From an optimization exercise on the open Yosys and OpenROAD flow, aimed at small area, a short achievable clock period and few clock cycles per item; shortcuts taken in it are not production practice.
Function was checked by simulation only, so behaviour that the tests miss may differ from the original.
Power is estimated from default activity; no workload was simulated.

==> flow/config.mk <==
export PLATFORM = sky130hd
export DESIGN_NAME = sig_16_hw
export DESIGN_NICKNAME = sig_16_hw
export VERILOG_FILES = /design/flow/design.v
export SDC_FILE = /design/flow/constraint.sdc
export NUM_CORES = 4
export LEC_CHECK = 0
export ABC_AREA = 1
export CAP_MARGIN = 20
export CORE_MARGIN = 2
export CORE_UTILIZATION = 60
export CTS_BUF_LIST = sky130_fd_sc_hd__clkbuf_4
export CTS_CLUSTER_DIAMETER = 200
export CTS_CLUSTER_SIZE = 20
export PLACE_DENSITY = 0.75
export SLEW_MARGIN = 20
==> flow/constraint.sdc <==
create_clock -name core_clock -period 10.0 [get_ports {clk}]
set_input_delay 2.0000 -clock core_clock [delete_from_list [all_inputs] [get_ports {clk}]]
set_output_delay 2.0000 -clock core_clock [all_outputs]
set_load 0.01 [all_outputs]
==> flow/design.v <==
module sig_16_hw #(parameter K=16,DWIDTH=32,EXPONENT_WIDTH=8, BIAS=8'd127)(input [DWIDTH-1:0] x_in,input clk,start,rst,output reg valid, output [DWIDTH-1:0] y_out);
wire [3:0] idxo;
wire       sp;
reg  [3:0] idx_q;
reg        sp_q, s_q;
always @(posedge clk)
begin
	idx_q <= idxo;
	sp_q  <= sp;
	s_q   <= x_in[31];
	if (rst)
		valid <= 1'b0;
	else
		valid <= start;
end
wire pa_n38, pa_n39, pa_n40, pa_n41, pa_n42, pa_n43, pa_n44, pa_n45, pa_n46, pa_n47, pa_n48, pa_n49, pa_n50, pa_n51, pa_n52, pa_n53, pa_n54, pa_n55, pa_n56, pa_n57, pa_n58, pa_n59, pa_n60, pa_n61, pa_n62, pa_n63, pa_n64, pa_n65, pa_n66, pa_n67, pa_n68, pa_n69, pa_n70, pa_n71, pa_n72, pa_n73, pa_n74, pa_n75, pa_n76, pa_n77, pa_n78, pa_n79, pa_n80, pa_n81, pa_n82, pa_n83, pa_n84, pa_n85, pa_n86, pa_n87, pa_n88, pa_n89, pa_n90, pa_n91, pa_n92, pa_n93, pa_n94, pa_n95, pa_n96, pa_n97, pa_n98, pa_n100, pa_n101, pa_n102, pa_n103, pa_n104, pa_n105, pa_n106, pa_n107, pa_n108, pa_n109, pa_n110, pa_n111, pa_n112, pa_n113, pa_n114, pa_n115, pa_n116, pa_n117, pa_n118, pa_n119, pa_n120, pa_n121, pa_n122, pa_n123, pa_n124, pa_n125, pa_n126, pa_n127, pa_n128, pa_n129, pa_n130, pa_n131, pa_n132, pa_n133, pa_n134, pa_n135, pa_n136, pa_n137, pa_n138, pa_n139, pa_n140, pa_n141, pa_n142, pa_n143, pa_n144, pa_n145, pa_n146, pa_n147, pa_n148, pa_n149, pa_n151, pa_n152, pa_n153, pa_n154, pa_n155, pa_n157, pa_n159, pa_n160;
assign pa_n38 = ~x_in[24]& ~x_in[25];
assign pa_n39 = ~x_in[26]& ~x_in[27];
assign pa_n40 = ~x_in[28]& ~x_in[29];
assign pa_n41 = pa_n39 & pa_n40;
assign pa_n42 = pa_n38 & pa_n41;
assign pa_n43 = ~x_in[23]& pa_n42;
assign pa_n44 = x_in[30]& ~pa_n43;
assign pa_n45 = x_in[15]& x_in[16];
assign pa_n46 = ~x_in[17]& ~pa_n45;
assign pa_n47 = ~x_in[14]& ~x_in[17];
assign pa_n48 = x_in[18]& ~pa_n47;
assign pa_n49 = ~pa_n46 & pa_n48;
assign pa_n50 = ~x_in[19]& ~x_in[20];
assign pa_n51 = ~x_in[21]& pa_n50;
assign pa_n52 = pa_n42 & pa_n51;
assign pa_n53 = ~pa_n49 & pa_n52;
assign pa_n54 = pa_n44 & ~pa_n53;
assign pa_n55 = x_in[25]& x_in[26];
assign pa_n56 = x_in[27]& x_in[28];
assign pa_n57 = x_in[29]& pa_n56;
assign pa_n58 = pa_n55 & pa_n57;
assign pa_n59 = x_in[24]& pa_n58;
assign pa_n60 = x_in[23]& pa_n59;
assign pa_n61 = ~x_in[4]& ~x_in[5];
assign pa_n62 = ~x_in[6]& ~x_in[7];
assign pa_n63 = pa_n61 & pa_n62;
assign pa_n64 = ~x_in[0]& ~x_in[1];
assign pa_n65 = ~x_in[2]& ~x_in[3];
assign pa_n66 = pa_n64 & pa_n65;
assign pa_n67 = pa_n63 & pa_n66;
assign pa_n68 = ~x_in[12]& ~x_in[13];
assign pa_n69 = ~x_in[14]& ~x_in[20];
assign pa_n70 = pa_n68 & pa_n69;
assign pa_n71 = ~x_in[8]& ~x_in[9];
assign pa_n72 = ~x_in[10]& ~x_in[11];
assign pa_n73 = pa_n71 & pa_n72;
assign pa_n74 = pa_n70 & pa_n73;
assign pa_n75 = ~x_in[21]& ~x_in[22];
assign pa_n76 = ~x_in[19]& pa_n75;
assign pa_n77 = ~x_in[16]& ~x_in[17];
assign pa_n78 = ~x_in[15]& ~x_in[18];
assign pa_n79 = pa_n77 & pa_n78;
assign pa_n80 = pa_n76 & pa_n79;
assign pa_n81 = pa_n74 & pa_n80;
assign pa_n82 = pa_n67 & pa_n81;
assign pa_n83 = pa_n60 & ~pa_n82;
assign pa_n84 = pa_n42 & pa_n75;
assign pa_n85 = x_in[20]& ~pa_n46;
assign pa_n86 = ~x_in[18]& ~x_in[19];
assign pa_n87 = x_in[20]& ~pa_n86;
assign pa_n88 = ~pa_n85 & ~pa_n87;
assign pa_n89 = pa_n84 & pa_n88;
assign pa_n90 = ~pa_n83 & ~pa_n89;
assign pa_n91 = pa_n54 & ~pa_n90;
assign pa_n92 = x_in[21]& x_in[22];
assign pa_n93 = pa_n60 & pa_n92;
assign pa_n94 = ~x_in[30]& ~pa_n93;
assign pa_n95 = pa_n46 & pa_n76;
assign pa_n96 = pa_n75 & ~pa_n87;
assign pa_n97 = x_in[30]& ~pa_n96;
assign pa_n98 = ~pa_n95 & pa_n97;
assign idxo[3]= pa_n44 | pa_n98;
assign pa_n100 = ~pa_n94 & ~idxo[3];
assign pa_n101 = pa_n76 & pa_n77;
assign pa_n102 = x_in[23]& ~pa_n96;
assign pa_n103 = ~pa_n101 & pa_n102;
assign pa_n104 = pa_n59 & pa_n103;
assign pa_n105 = x_in[16]& x_in[17];
assign pa_n106 = ~x_in[18]& ~pa_n105;
assign pa_n107 = x_in[20]& x_in[21];
assign pa_n108 = x_in[19]& pa_n107;
assign pa_n109 = ~pa_n106 & pa_n108;
assign pa_n110 = ~x_in[22]& ~pa_n109;
assign pa_n111 = pa_n104 & pa_n110;
assign pa_n112 = pa_n58 & pa_n102;
assign pa_n113 = ~pa_n92 & ~pa_n96;
assign pa_n114 = pa_n59 & ~pa_n113;
assign pa_n115 = ~pa_n112 & ~pa_n114;
assign pa_n116 = ~pa_n111 & ~pa_n115;
assign pa_n117 = pa_n50 & pa_n106;
assign pa_n118 = ~pa_n116 & ~pa_n117;
assign pa_n119 = pa_n100 & pa_n118;
assign pa_n120 = ~pa_n100 & pa_n116;
assign pa_n121 = x_in[18]& pa_n105;
assign pa_n122 = ~x_in[21]& ~pa_n121;
assign pa_n123 = x_in[19]& ~pa_n79;
assign pa_n124 = ~pa_n92 & ~pa_n123;
assign pa_n125 = ~pa_n122 & ~pa_n124;
assign pa_n126 = ~x_in[20]& ~pa_n125;
assign pa_n127 = x_in[30]& ~pa_n75;
assign pa_n128 = ~pa_n126 & pa_n127;
assign pa_n129 = ~pa_n120 & ~pa_n128;
assign pa_n130 = ~pa_n119 & pa_n129;
assign pa_n131 = x_in[15]& x_in[17];
assign pa_n132 = pa_n117 & ~pa_n131;
assign pa_n133 = pa_n92 & ~pa_n132;
assign pa_n134 = ~x_in[22]& pa_n78;
assign pa_n135 = x_in[30]& ~pa_n134;
assign pa_n136 = ~pa_n110 & pa_n135;
assign pa_n137 = ~pa_n133 & pa_n136;
assign pa_n138 = pa_n107 & pa_n137;
assign pa_n139 = ~pa_n130 & ~pa_n138;
assign pa_n140 = ~x_in[19]& ~pa_n105;
assign pa_n141 = ~pa_n131 & pa_n140;
assign pa_n142 = pa_n87 & ~pa_n141;
assign pa_n143 = pa_n43 & ~pa_n133;
assign pa_n144 = x_in[30]& ~pa_n143;
assign pa_n145 = ~pa_n142 & pa_n144;
assign pa_n146 = pa_n139 & pa_n145;
assign pa_n147 = ~pa_n139 & ~pa_n145;
assign pa_n148 = ~pa_n146 & ~pa_n147;
assign pa_n149 = ~pa_n54 & ~pa_n148;
assign idxo[0]= ~pa_n91 & ~pa_n149;
assign pa_n151 = ~x_in[23]& pa_n96;
assign pa_n152 = pa_n59 & ~pa_n151;
assign pa_n153 = ~pa_n103 & pa_n152;
assign pa_n154 = ~pa_n54 & ~pa_n137;
assign pa_n155 = ~pa_n153 & pa_n154;
assign idxo[1]= pa_n100 | ~pa_n155;
assign pa_n157 = ~pa_n104 & ~pa_n144;
assign idxo[2]= pa_n100 | ~pa_n157;
assign pa_n159 = pa_n44 & ~pa_n84;
assign pa_n160 = ~x_in[30]& pa_n43;
assign sp = pa_n159 | pa_n160;
wire pb_n40, pb_n41, pb_n42, pb_n43, pb_n44, pb_n45, pb_n46, pb_n47, pb_n48, pb_n49, pb_n51, pb_n52, pb_n53, pb_n54, pb_n55, pb_n56, pb_n57, pb_n58, pb_n59, pb_n60, pb_n61, pb_n62, pb_n63, pb_n64, pb_n66, pb_n67, pb_n68, pb_n69, pb_n70, pb_n71, pb_n72, pb_n73, pb_n74, pb_n75, pb_n76, pb_n77, pb_n78, pb_n79, pb_n80, pb_n82, pb_n83, pb_n84, pb_n85, pb_n86, pb_n87, pb_n89, pb_n90, pb_n91, pb_n92, pb_n93, pb_n94, pb_n95, pb_n96, pb_n97, pb_n98, pb_n99, pb_n101, pb_n102, pb_n103, pb_n104, pb_n105, pb_n106, pb_n107, pb_n108, pb_n109, pb_n110, pb_n111, pb_n112, pb_n113, pb_n114, pb_n115, pb_n116, pb_n117, pb_n118, pb_n119, pb_n120, pb_n122, pb_n123, pb_n124, pb_n125, pb_n126, pb_n127, pb_n128, pb_n129, pb_n130, pb_n131, pb_n132, pb_n133, pb_n135, pb_n136, pb_n137, pb_n138, pb_n139, pb_n140, pb_n141, pb_n142, pb_n143, pb_n145, pb_n146, pb_n147, pb_n148, pb_n149, pb_n150, pb_n151, pb_n153, pb_n154, pb_n155, pb_n156, pb_n157, pb_n158, pb_n160, pb_n161, pb_n162, pb_n163, pb_n164, pb_n165, pb_n166, pb_n168, pb_n169, pb_n170, pb_n171, pb_n172, pb_n173, pb_n175, pb_n176, pb_n177, pb_n178, pb_n179, pb_n180, pb_n181, pb_n183, pb_n184, pb_n185, pb_n186, pb_n187, pb_n189, pb_n190, pb_n191, pb_n192, pb_n193, pb_n194, pb_n196, pb_n197, pb_n198, pb_n199, pb_n200, pb_n201, pb_n202, pb_n204, pb_n205, pb_n206, pb_n207, pb_n208, pb_n210, pb_n211, pb_n212, pb_n213, pb_n215, pb_n216, pb_n217, pb_n218, pb_n219, pb_n221, pb_n222, pb_n223, pb_n224, pb_n226, pb_n227, pb_n228, pb_n229, pb_n230, pb_n232, pb_n233, pb_n234, pb_n235, pb_n236, pb_n238, pb_n239, pb_n240, pb_n241, pb_n243, pb_n244, pb_n246, pb_n247, pb_n248, pb_n249, pb_n251, pb_n252, pb_n253, pb_n254, pb_n257;
assign pb_n40 = ~s_q & ~sp_q;
assign pb_n41 = idx_q[0]& idx_q[1];
assign pb_n42 = idx_q[2]& ~pb_n41;
assign pb_n43 = ~idx_q[3]& pb_n42;
assign pb_n44 = pb_n40 & ~pb_n43;
assign pb_n45 = ~idx_q[1]& idx_q[2];
assign pb_n46 = idx_q[3]& ~pb_n45;
assign pb_n47 = ~idx_q[1]& ~idx_q[2];
assign pb_n48 = ~idx_q[0]& pb_n47;
assign pb_n49 = ~pb_n46 & ~pb_n48;
assign y_out[0]= pb_n44 & pb_n49;
assign pb_n51 = ~pb_n43 & pb_n49;
assign pb_n52 = idx_q[0]& idx_q[2];
assign pb_n53 = idx_q[1]& ~idx_q[3];
assign pb_n54 = pb_n52 & pb_n53;
assign pb_n55 = ~idx_q[3]& ~pb_n54;
assign pb_n56 = ~idx_q[0]& pb_n45;
assign pb_n57 = pb_n55 & ~pb_n56;
assign pb_n58 = pb_n51 & pb_n57;
assign pb_n59 = s_q & ~pb_n58;
assign pb_n60 = ~s_q & ~pb_n48;
assign pb_n61 = ~idx_q[2]& idx_q[3];
assign pb_n62 = pb_n41 & pb_n61;
assign pb_n63 = pb_n60 & ~pb_n62;
assign pb_n64 = ~sp_q & ~pb_n63;
assign y_out[1]= ~pb_n59 & pb_n64;
assign pb_n66 = ~idx_q[2]& ~idx_q[3];
assign pb_n67 = s_q & ~sp_q;
assign pb_n68 = pb_n66 & pb_n67;
assign pb_n69 = idx_q[1]& idx_q[3];
assign pb_n70 = ~idx_q[0]& ~idx_q[2];
assign pb_n71 = ~pb_n69 & pb_n70;
assign pb_n72 = idx_q[0]& pb_n47;
assign pb_n73 = idx_q[1]& idx_q[2];
assign pb_n74 = ~idx_q[3]& ~pb_n73;
assign pb_n75 = ~pb_n72 & pb_n74;
assign pb_n76 = pb_n46 & ~pb_n62;
assign pb_n77 = ~pb_n75 & ~pb_n76;
assign pb_n78 = pb_n52 & ~pb_n77;
assign pb_n79 = ~pb_n71 & ~pb_n78;
assign pb_n80 = pb_n40 & ~pb_n79;
assign y_out[2]= pb_n68 | pb_n80;
assign pb_n82 = idx_q[0]& ~idx_q[3];
assign pb_n83 = ~pb_n45 & pb_n82;
assign pb_n84 = pb_n67 & pb_n83;
assign pb_n85 = ~idx_q[1]& idx_q[3];
assign pb_n86 = idx_q[0]& pb_n85;
assign pb_n87 = pb_n44 & ~pb_n86;
assign y_out[3]= pb_n84 | pb_n87;
assign pb_n89 = idx_q[2]& pb_n82;
assign pb_n90 = idx_q[3]& pb_n48;
assign pb_n91 = ~pb_n89 & ~pb_n90;
assign pb_n92 = pb_n67 & ~pb_n91;
assign pb_n93 = pb_n46 & ~pb_n70;
assign pb_n94 = ~idx_q[0]& idx_q[2];
assign pb_n95 = idx_q[3]& pb_n94;
assign pb_n96 = ~pb_n93 & ~pb_n95;
assign pb_n97 = ~pb_n41 & pb_n96;
assign pb_n98 = pb_n40 & ~pb_n75;
assign pb_n99 = pb_n97 & pb_n98;
assign y_out[4]= pb_n92 | pb_n99;
assign pb_n101 = idx_q[2]& ~idx_q[3];
assign pb_n102 = ~pb_n47 & ~pb_n73;
assign pb_n103 = ~idx_q[0]& pb_n102;
assign pb_n104 = idx_q[0]& ~pb_n102;
assign pb_n105 = ~pb_n103 & ~pb_n104;
assign pb_n106 = pb_n55 & ~pb_n105;
assign pb_n107 = ~pb_n101 & ~pb_n106;
assign pb_n108 = ~pb_n52 & ~pb_n107;
assign pb_n109 = ~pb_n70 & pb_n108;
assign pb_n110 = ~pb_n76 & ~pb_n109;
assign pb_n111 = s_q & ~pb_n110;
assign pb_n112 = ~s_q & ~idx_q[3];
assign pb_n113 = idx_q[1]& pb_n70;
assign pb_n114 = ~pb_n72 & ~pb_n113;
assign pb_n115 = ~pb_n52 & pb_n114;
assign pb_n116 = pb_n112 & ~pb_n115;
assign pb_n117 = ~s_q & ~pb_n52;
assign pb_n118 = pb_n93 & pb_n117;
assign pb_n119 = ~sp_q & ~pb_n118;
assign pb_n120 = ~pb_n116 & pb_n119;
assign y_out[5]= ~pb_n111 & pb_n120;
assign pb_n122 = idx_q[1]& ~pb_n94;
assign pb_n123 = ~pb_n101 & ~pb_n122;
assign pb_n124 = idx_q[0]& ~idx_q[2];
assign pb_n125 = ~s_q & ~pb_n124;
assign pb_n126 = ~pb_n123 & pb_n125;
assign pb_n127 = ~idx_q[1]& ~idx_q[3];
assign pb_n128 = ~idx_q[0]& pb_n127;
assign pb_n129 = idx_q[1]& pb_n82;
assign pb_n130 = s_q & ~pb_n129;
assign pb_n131 = ~pb_n128 & pb_n130;
assign pb_n132 = ~pb_n76 & pb_n131;
assign pb_n133 = ~pb_n126 & ~pb_n132;
assign y_out[6]= ~sp_q & ~pb_n133;
assign pb_n135 = ~idx_q[0]& idx_q[1];
assign pb_n136 = ~pb_n46 & ~pb_n135;
assign pb_n137 = idx_q[3]& pb_n113;
assign pb_n138 = pb_n67 & ~pb_n137;
assign pb_n139 = ~pb_n136 & pb_n138;
assign pb_n140 = idx_q[3]& ~pb_n94;
assign pb_n141 = ~pb_n74 & ~pb_n140;
assign pb_n142 = pb_n60 & ~pb_n141;
assign pb_n143 = ~sp_q & ~pb_n142;
assign y_out[7]= ~pb_n139 & pb_n143;
assign pb_n145 = idx_q[3]& pb_n102;
assign pb_n146 = pb_n117 & ~pb_n145;
assign pb_n147 = ~pb_n109 & pb_n146;
assign pb_n148 = idx_q[3]& pb_n52;
assign pb_n149 = ~pb_n41 & ~pb_n148;
assign pb_n150 = pb_n59 & pb_n149;
assign pb_n151 = ~sp_q & ~pb_n150;
assign y_out[8]= ~pb_n147 & pb_n151;
assign pb_n153 = idx_q[3]& pb_n114;
assign pb_n154 = ~pb_n52 & pb_n153;
assign pb_n155 = s_q & ~pb_n154;
assign pb_n156 = ~pb_n75 & pb_n155;
assign pb_n157 = ~s_q & pb_n97;
assign pb_n158 = ~sp_q & ~pb_n157;
assign y_out[9]= ~pb_n156 & pb_n158;
assign pb_n160 = ~pb_n52 & pb_n53;
assign pb_n161 = ~pb_n70 & pb_n160;
assign pb_n162 = ~pb_n85 & ~pb_n101;
assign pb_n163 = ~pb_n161 & pb_n162;
assign pb_n164 = pb_n138 & pb_n163;
assign pb_n165 = pb_n40 & ~pb_n62;
assign pb_n166 = pb_n107 & pb_n165;
assign y_out[10]= pb_n164 | pb_n166;
assign pb_n168 = pb_n42 & pb_n67;
assign pb_n169 = ~s_q & idx_q[0];
assign pb_n170 = ~pb_n131 & ~pb_n169;
assign pb_n171 = ~sp_q & ~idx_q[2];
assign pb_n172 = ~pb_n86 & pb_n171;
assign pb_n173 = ~pb_n170 & pb_n172;
assign y_out[11]= pb_n168 | pb_n173;
assign pb_n175 = pb_n40 & ~pb_n103;
assign pb_n176 = ~pb_n141 & pb_n175;
assign pb_n177 = idx_q[3]& ~pb_n105;
assign pb_n178 = pb_n67 & ~pb_n83;
assign pb_n179 = ~pb_n48 & pb_n61;
assign pb_n180 = pb_n178 & ~pb_n179;
assign pb_n181 = ~pb_n177 & pb_n180;
assign y_out[12]= pb_n176 | pb_n181;
assign pb_n183 = ~pb_n101 & pb_n136;
assign pb_n184 = pb_n155 & ~pb_n183;
assign pb_n185 = pb_n60 & ~pb_n69;
assign pb_n186 = pb_n105 & pb_n185;
assign pb_n187 = ~pb_n184 & ~pb_n186;
assign y_out[13]= ~sp_q & ~pb_n187;
assign pb_n189 = idx_q[2]& pb_n57;
assign pb_n190 = pb_n125 & ~pb_n189;
assign pb_n191 = pb_n82 & pb_n102;
assign pb_n192 = s_q & ~pb_n191;
assign pb_n193 = ~pb_n177 & pb_n192;
assign pb_n194 = ~pb_n190 & ~pb_n193;
assign y_out[14]= ~sp_q & ~pb_n194;
assign pb_n196 = ~s_q & ~pb_n69;
assign pb_n197 = ~pb_n95 & pb_n196;
assign pb_n198 = ~pb_n108 & pb_n197;
assign pb_n199 = pb_n57 & ~pb_n124;
assign pb_n200 = ~pb_n153 & ~pb_n199;
assign pb_n201 = s_q & ~pb_n200;
assign pb_n202 = ~sp_q & ~pb_n201;
assign y_out[15]= ~pb_n198 & pb_n202;
assign pb_n204 = pb_n67 & ~pb_n93;
assign pb_n205 = ~pb_n106 & pb_n204;
assign pb_n206 = ~idx_q[0]& pb_n46;
assign pb_n207 = pb_n40 & ~pb_n53;
assign pb_n208 = ~pb_n206 & pb_n207;
assign y_out[16]= pb_n205 | pb_n208;
assign pb_n210 = pb_n77 & pb_n175;
assign pb_n211 = ~pb_n113 & ~pb_n191;
assign pb_n212 = pb_n96 & pb_n211;
assign pb_n213 = pb_n67 & ~pb_n212;
assign y_out[17]= pb_n210 | pb_n213;
assign pb_n215 = ~idx_q[1]& pb_n91;
assign pb_n216 = pb_n40 & ~pb_n215;
assign pb_n217 = ~pb_n70 & pb_n127;
assign pb_n218 = ~pb_n148 & ~pb_n217;
assign pb_n219 = pb_n138 & pb_n218;
assign y_out[18]= pb_n216 | pb_n219;
assign pb_n221 = pb_n67 & ~pb_n160;
assign pb_n222 = ~pb_n145 & pb_n221;
assign pb_n223 = pb_n40 & ~pb_n89;
assign pb_n224 = ~pb_n179 & pb_n223;
assign y_out[19]= pb_n222 | pb_n224;
assign pb_n226 = pb_n96 & pb_n178;
assign pb_n227 = ~pb_n199 & pb_n226;
assign pb_n228 = pb_n40 & ~pb_n54;
assign pb_n229 = ~pb_n71 & ~pb_n128;
assign pb_n230 = pb_n228 & pb_n229;
assign y_out[20]= pb_n227 | pb_n230;
assign pb_n232 = ~pb_n41 & ~pb_n153;
assign pb_n233 = ~pb_n109 & pb_n232;
assign pb_n234 = s_q & ~pb_n233;
assign pb_n235 = pb_n112 & ~pb_n122;
assign pb_n236 = ~sp_q & ~pb_n235;
assign y_out[21]= ~pb_n234 & pb_n236;
assign pb_n238 = ~pb_n47 & pb_n57;
assign pb_n239 = ~pb_n72 & pb_n140;
assign pb_n240 = pb_n67 & ~pb_n239;
assign pb_n241 = ~pb_n238 & pb_n240;
assign y_out[30]= sp_q & pb_n135;
assign pb_n243 = pb_n40 & ~pb_n66;
assign pb_n244 = ~y_out[30]& ~pb_n243;
assign y_out[22]= pb_n241 | ~pb_n244;
assign pb_n246 = ~pb_n135 & ~pb_n169;
assign pb_n247 = sp_q & ~pb_n246;
assign pb_n248 = ~pb_n48 & ~pb_n51;
assign pb_n249 = pb_n67 & ~pb_n248;
assign y_out[23]= pb_n247 | pb_n249;
assign pb_n251 = sp_q & idx_q[0];
assign pb_n252 = ~sp_q & ~pb_n61;
assign pb_n253 = ~pb_n54 & pb_n252;
assign pb_n254 = ~pb_n251 & ~pb_n253;
assign y_out[24]= ~s_q | pb_n254;
assign y_out[26]= ~s_q | ~pb_n251;
assign pb_n257 = ~pb_n55 & pb_n67;
assign y_out[25]= y_out[26]& ~pb_n257;
assign y_out[31]= 1'b0;
assign y_out[27]= y_out[26];
assign y_out[28]= y_out[26];
assign y_out[29]= y_out[26];
endmodule
==> flow/flow/run.sh <==
#!/bin/bash
# The standard layout, with the smallest buffer on the ports instead of
# the delay buffer buffer_ports would pick by itself, and timing repair
# aiming at a shorter period than the clock's.
set -euo pipefail
export BUFFER_PORTS_ARGS="-buffer_cell sky130_fd_sc_hd__buf_1"
export SETUP_SLACK_MARGIN=5.6
bash standard.sh > standard.log 2>&1
==> flow/standard.sh <==
#!/bin/bash
# synth_recipe.tcl (not shown) runs the flow's synth.tcl, then flattens the netlist and writes it again
# the make line also repeats each setting of config.mk as NAME=value (left out here)
make -C /OpenROAD-flow-scripts/flow DESIGN_CONFIG=/design/flow/config.mk WORK_HOME=/design/flow/orfs CLKGATE_MAP_FILE= SYNTH_SCRIPT=/design/flow/synth_recipe.tcl "${@:-finish}"
==> run_results.csv, run 1 <==
group,metric,value,unit
power,p_int,78.83,uW
yosys,async_reset_ff_share,0,%
timing,relSlewSlack,56.14,%
placement,numPortBuffers,66,
global_routing,grt_pass1_vias,1979,
routing,drt_wl_total,5553,um
timing,rsz0062_at_grt,"no",
worst_hold_path,hold_path.startpoint,"x_in[31]",
power,seqPwrFrac,22.7,%
routing,drc,0,
die,std_cell_rows,18,
worst_setup_path,worstSetupPathType,"flip-flop to output pin",
worst_setup_path,crit_required,8.00,ns
yosys,synth-edff-count,0,
yosys,ys.flop_type,"dfxtp_1",
placement,place_congestion,1.031,
yosys,yosysUniqueCellTypes,38,
global_routing,grt_max_degree,18,
power,comb_power_share,59.5,%
clock_tree,htreeDepth,1,
worst_setup_path,start_kind,"flip-flop",
die,die_w,54.25,um
global_routing,overflow,0,
timing,fmax,0.2343,GHz
routing,ant_nets,0,
finish,layout-drive-gt1-share,9.792,%
power,peakVddDrop,0.09854,mV
global_routing,antenna_found_initial,0,
die,initial_core_util,62.29,%
job,drv_cap,0,
routing,num_vias,2308,
timing,setup_viol,0,
clock_tree,cts_sinks,7,
clock_tree,clock_path_buffers,2,
clock_tree,numCtsBuffers,3,
timing,worst_slew_pin_slew,0.6571,ns
power,clkPwrFrac,17.8,%
routing,met2_length,2699,um
clock_tree,hold_buffers,0,
die,die_y,54.25,um
power,sw_frac_of_total,50.64,%
yosys,ys_ff_latch,7,
worst_setup_path,worstPathArrival,2.27,ns
clock_tree,cts-root-buf,"clkbuf_4",
worst_hold_path,holdPathStages,1,
yosys,synth.cell_area,1515,um^2
timing,fin_crit,4.268,ns
die,io_pins,68,
power,leakagePower,0.7864,nW
yosys,syn_avg_cell_area,5.450,um^2
outcome,status,"finished clean",
yosys,synth_top_cell_by_area,"nand2_1",
die,die_area,2943,um^2
clock_tree,clkSlewWorstSetupHoldPaths,0.05,ns
yosys,syn_nets,317,
finish,post-route-util,74.07,%
global_routing,grt_usage,40.24,%
timing,tns,0,ns
routing,first_iter_violations,211,
worst_hold_path,min_to,"s_q$_DFF_P_",
routing,route.met3.wl,569,um
timing,hold_viol,0,
yosys,ys_seq_area_share,9.249,%
routing,topRoutingLayerUsed,"met4",
yosys,yosys.area.top_type_share,11.89,%
worst_setup_path,critPathCaptureType,"output pin",
timing,slew_violations,0,
routing,met1_length,1919,um
yosys,synth_area_leaders,"nand2_1 12%, inv_1 10%, dfxtp_1 9.2%",
yosys,netlist_instances,278,
routing,wl_per_cell,15.13,um
worst_setup_path,critPathLaunch,"idx_q[1]$_DFF_P_",
finish,final_nets,377,
placement,hpwl,4321,um
timing,fin_crit_sh,42.68,%
finish,syn2layout_area_growth,18.91,%
power,power.density,88.64,nW/um^2
worst_setup_path,cp_max_fo,8,
die,core_area,2432,um^2
worst_hold_path,min_path_type,"primary input to flip-flop",
global_routing,grt_pass1_wl,8763,um
power,p_sw,80.87,uW
routing,firstDrtPassIters,7,
yosys,yosysWarnings,1,
routing,drt-vias-per-instance,6.289,
clock_tree,tritoncts,"done",
finish,diodes,0,
-- kinds of logic after synthesis --
family | after synthesis | synth area share (%)
AOI/OAI and AO/OA | 64 | 26.01
adders and majority gates | 4 | 3.303
buffers and inverters | 56 | 15.85
DFF | 7 | 9.248
other | 1 | 0.2475
and+or+nand+nor | 146 | 45.33
-- cells in the mapped netlist, types with 2 or more instances --
cell type,n
clkbuf_1,4
nor3_1,15
nor2_2,3
nand4_1,2
nand3b_1,2
o31ai_1,2
nand3_1,26
o21ai_1,4
buf_4,8
nor4_1,5
ha_1,4
nand3_2,4
nand2_2,3
o211ai_1,5
inv_1,41
o21ai_0,23
o22ai_1,3
a21oi_1,11
nor2_1,35
inv_2,2
nor2_4,2
nand2_1,48
dfxtp_1,7
a31oi_1,5
-- worst max path at each step --
stage                endpoint
floorplan            y_out[5]
global placement     y_out[5]
detailed placement   y_out[5]
CTS                  y_out[5]
global route        y_out[21]
finish               y_out[5]
-- critical path, stage by stage, from the launching register on --
cell and delay, ns:
dfxtp_4 0.37, inv_2 0.14, ha_2 0.33, ha_4 0.28, inv_1 0.05, o21ai_2 0.14, nor2_1 0.07, nand2_1 0.12
a21oi_1 0.10, a2111oi_2 0.22, buf_2 0.19
-- registers in the layout, indices dropped and copies added (netlist names) --
signal  flops
valid       1
sp_q        1
s_q         1
idx_q       4
-- through the flow --
step | power (mW) | cells | hold WS, ns | worst slack (ns) | cell area [um^2]
2_1_floorplan | 0.09654 | 278 | 2.028 | 6.060 | 1515
3_3_place_gp | 0.1250 | 362 | 2.091 | 5.651 | 1725
3_5_place_dp | 0.1243 | 362 | 2.096 | 5.595 | 1725
4_1_cts | 0.1534 | 366 | 1.842 | 5.568 | 1762
5_1_grt | 0.1728 | 367 | 1.842 | 5.620 | 1802
6_report | 0.1597 | 367 | 1.846 | 5.732 | 1802
-- cells in the final DEF, fill, tap and decap left out, drive strengths merged --
master	synthesis	final
buf	8	67
nand2	52	52
inv	43	43
nor2	40	40
nand3	30	30
o21ai	28	28
nor3	15	15
a21oi	12	12
dfxtp	7	7
a31oi	5	5
o211ai	5	5
nor4	5	5
clkbuf	4	4
ha	4	4
o22ai	3	3
nand4	2	2
o31ai	2	2
nand3b	2	2
clkinv	1	1
a211oi	1	1
a2111oi	1	1
a41oi	1	1
a221oi	1	1
a21boi	1	1
a32o	1	1
o41ai	1	1
o221ai	1	1
o2111ai	1	1
conb	1	1
-- cell type report --
class                           instances  area [um^2]
Sequential cell                         7        150.1
Fill cell                             209        630.6
Inverter                               44        166.4
Clock buffer                            4        30.03
Multi-Input combinational cell        215         1161
Tap cell                               30        37.54
Timing Repair Buffer                   67        256.5
-- power by group through the flow --
stage                     logic (mW)  registers (mW)  clock network, mW
final                         0.0950          0.0363             0.0285
after global routing           0.106          0.0364             0.0308
after CTS                     0.0879          0.0366             0.0289
after detailed placement      0.0873          0.0369                  0
after global placement        0.0882          0.0368                  0
after floorplan               0.0645          0.0320                  0
-- per-layer routing --
metal	track usage, %	vias up
met3	7.377	50
met1	45.95	986
li1	-	1071
met2	72.09	201
met4	17.92	0
met5	0	-
-- what timing repair did --
action                                  in CTS  in global routing
gates resized for setup                      5                 10
buffers inserted                             0                  1
endpoints found under the setup margin       6                 11
hold endpoints to repair                     0                  0
Testbench counts, summed over its fixed seeds: cycles 6,392, items 3,200.
==> inputs of run 2 (changes only) <==
--- a/flow/config.mk
+++ b/flow/config.mk
@@ -9,8 +9,8 @@
 export CAP_MARGIN = 20
 export CORE_MARGIN = 2
-export CORE_UTILIZATION = 60
+export CORE_UTILIZATION = 40
 export CTS_BUF_LIST = sky130_fd_sc_hd__clkbuf_4
 export CTS_CLUSTER_DIAMETER = 200
 export CTS_CLUSTER_SIZE = 20
-export PLACE_DENSITY = 0.75
+export PLACE_DENSITY = 0.6
 export SLEW_MARGIN = 20
==> run_results.csv, run 2 <==
group,metric,value,unit
routing,firstDrtPassIters,8,
yosys,synth.most_common_cell,"nand2_1",
worst_setup_path,worstPathArrival,2.27,ns
global_routing,grt_max_degree,18,
worst_setup_path,start_kind,"flip-flop",
routing,first_iter_violations,310,
yosys,syn_avg_cell_area,5.450,um^2
timing,relSlewSlack,53.88,%
yosys,synth_area_leaders,"nand2_1 12%, inv_1 10%, dfxtp_1 9.2%",
worst_setup_path,critPathCaptureType,"output pin",
timing,rsz0062_at_grt,"yes",
routing,drc,0,
yosys,async_reset_ff_share,0,%
yosys,syn_nets,317,
clock_tree,numCtsBuffers,3,
finish,largest_reg_flops,4,
worst_hold_path,min_path_type,"primary input to flip-flop",
power,peakVddDrop,0.05205,mV
finish,post-route-util,50.24,%
clock_tree,clock_path_buffers,2,
yosys,ys_seq_area_share,9.249,%
yosys,synth-edff-count,0,
yosys,synth.cell_area,1515,um^2
yosys,yosysUniqueCellTypes,38,
yosys,yosysWarnings,1,
finish,final_nets,379,
routing,drt-vias-per-instance,5.698,
finish,top_register,"idx_q",
placement,hpwl,4524,um
clock_tree,clkSlewWorstSetupHoldPaths,0.05,ns
die,std_cell_rows,22,
routing,drt_wl_total,5598,um
yosys,ys.flop_type,"dfxtp_1",
die,die_y,65.55,um
timing,setup_viol,0,
timing,slew_violations,0,
die,die_area,4296,um^2
die,die_w,65.55,um
finish,mostFrequentLayoutCell,"buf_1",
worst_setup_path,crit_required,8.00,ns
routing,num_vias,2205,
global_routing,grt_pass1_wl,9232,um
timing,tns,0,ns
outcome,status,"finished clean",
timing,fin_crit_sh,42.67,%
clock_tree,htreeDepth,1,
clock_tree,cts-root-buf,"clkbuf_4",
placement,numPortBuffers,66,
global_routing,antenna_found_initial,0,
yosys,yosys.area.top_type_share,11.89,%
clock_tree,tritoncts,"done",
power,power.density,86.94,nW/um^2
timing,fmax,0.2343,GHz
worst_setup_path,critPathLaunch,"idx_q[1]$_DFF_P_",
worst_setup_path,worstSetupPathType,"flip-flop to output pin",
worst_hold_path,hold_path.startpoint,"x_in[31]",
die,io_pins,68,
global_routing,overflow,0,
yosys,netlist_instances,278,
worst_setup_path,cp_max_fo,8,
die,core_area,3661,um^2
finish,layout-drive-gt1-share,10.32,%
finish,final_cell_mix,"65 x buf_1, 48 x nand2_1, 41 x inv_1, 33 x nor2_1, 26 x nand3_1",
placement,place_congestion,1.060,
die,initial_core_util,41.39,%
yosys,synthTopCellsByCount,"48 x nand2_1, 41 x inv_1, 35 x nor2_1, 26 x nand3_1, 23 x o21ai_0",
power,power.total,159.9,uW
yosys,synth_top_cell_by_area,"nand2_1",
placement,placedCellCount,380,
timing,hold_viol,0,
clock_tree,cts_sinks,7,
finish,diodes,0,
power,leakagePower,0.7975,nW
finish,syn2layout_area_growth,21.39,%
routing,ant_nets,0,
timing,worst_slew_pin_slew,0.6893,ns
routing,wl_per_cell,14.47,um
global_routing,grt_pass1_vias,2125,
global_routing,grt_usage,26.92,%
timing,fin_crit,4.267,ns
finish,instances_no_fill,387,
job,drv_cap,0,
yosys,ys_ff_latch,7,
## run 2: cell types whose count changed in the layout (fill, tap and decap cells not counted)
cell and delta:
nor2_1 -1, nor2_2 +1, ha_2 -1, ha_1 +1, buf_4 +2
## run 2: critical path, cell delays in order, from the launching register on
cell and delay, ns:
dfxtp_4 0.39, inv_2 0.11, ha_1 0.36, ha_4 0.30
inv_1 0.06, o21ai_2 0.15, nor2_1 0.07, nand2_1 0.10
a21oi_1 0.09, a2111oi_2 0.20, buf_2 0.18
## run 2: power by group
part | switching (mW) | internal (mW)
registers | 0.00685 | 0.0301
clock network | 0.00976 | 0.0179
logic | 0.0640 | 0.0313
## run 2: path summary, 6_finish.rpt
| kind | to | slack, ns | depth (start not counted) |
|---|---|---|---|
| max | y_out[5] | 5.73 | 10 |
| min | s_q$_DFF_P_ | 1.85 | 1 |
## run 2: metrics by stage
step                worst slack (ns)  cell area, um^2  hold WS, ns
floorplan                      6.060             1515        2.028
global placement               5.559             1748        2.100
detailed placement             5.556             1748        2.100
CTS                            5.600             1788        1.840
global route                   5.593             1839        1.835
finish                         5.733             1839        1.846
## run 2: area by class of cell
class | instances | area, um^2
Fill cell | 417 | 1822
Multi-Input combinational cell | 215 | 1161
Timing Repair Buffer | 69 | 271.5
Inverter | 44 | 166.4
Sequential cell | 7 | 150.1
Tap cell | 48 | 60.06
Clock buffer | 4 | 30.03
## run 2: kinds of logic after synthesis
kind of cell             count (synthesis)  synth area share [%]
AND/OR/NAND/NOR                        146                 45.33
buffers and inverters                   56                 15.85
AO/OA/AOI/OAI                           64                 26.01
other                                    1                0.2475
adder cells (fa/ha/maj)                  4                 3.303
flip-flops                               7                 9.248
## run 2: what timing repair did
item,4_1_cts,5_1_grt
pin swaps,0,0
setup buffers,0,3
resized for setup,7,8
hold buffers,0,0
endpoints found under the setup margin,6,14
## run 2: layer usage
metal	routed length, um	global-route usage [%]	vias up
met1	2101	29.82	969
li1	-	-	1062
met5	0	0	-
met3	450	2.911	29
met2	2766	49.11	145
met4	279	15.89	0

## afterwards: timing with drivers on the ports
Ports are ideal in the flow. The routed layouts listed here were re-timed in OpenROAD.
Step 1 sets driving cells, clkbuf_16 on the clock port and buf_2 on the other inputs (assumed; they add their load-dependent delay and slew).
Step 2 moves the port delays by t, midway between the first and last clock arrival at a register: inputs arrive t later, outputs are due t later. That takes back most of the time a late clock gives input paths.
a / b / c = ideal ports / drivers / drivers and shift; a / b = the first two.
run	shift t [ns]	setup slack, ns	worst setup path at the end
run 1	0.261	5.732 / 5.716 / 5.977	register to output
run 2	0.259	5.733 / 5.717 / 5.975	register to output
After both steps setup and hold are still met in every run listed.
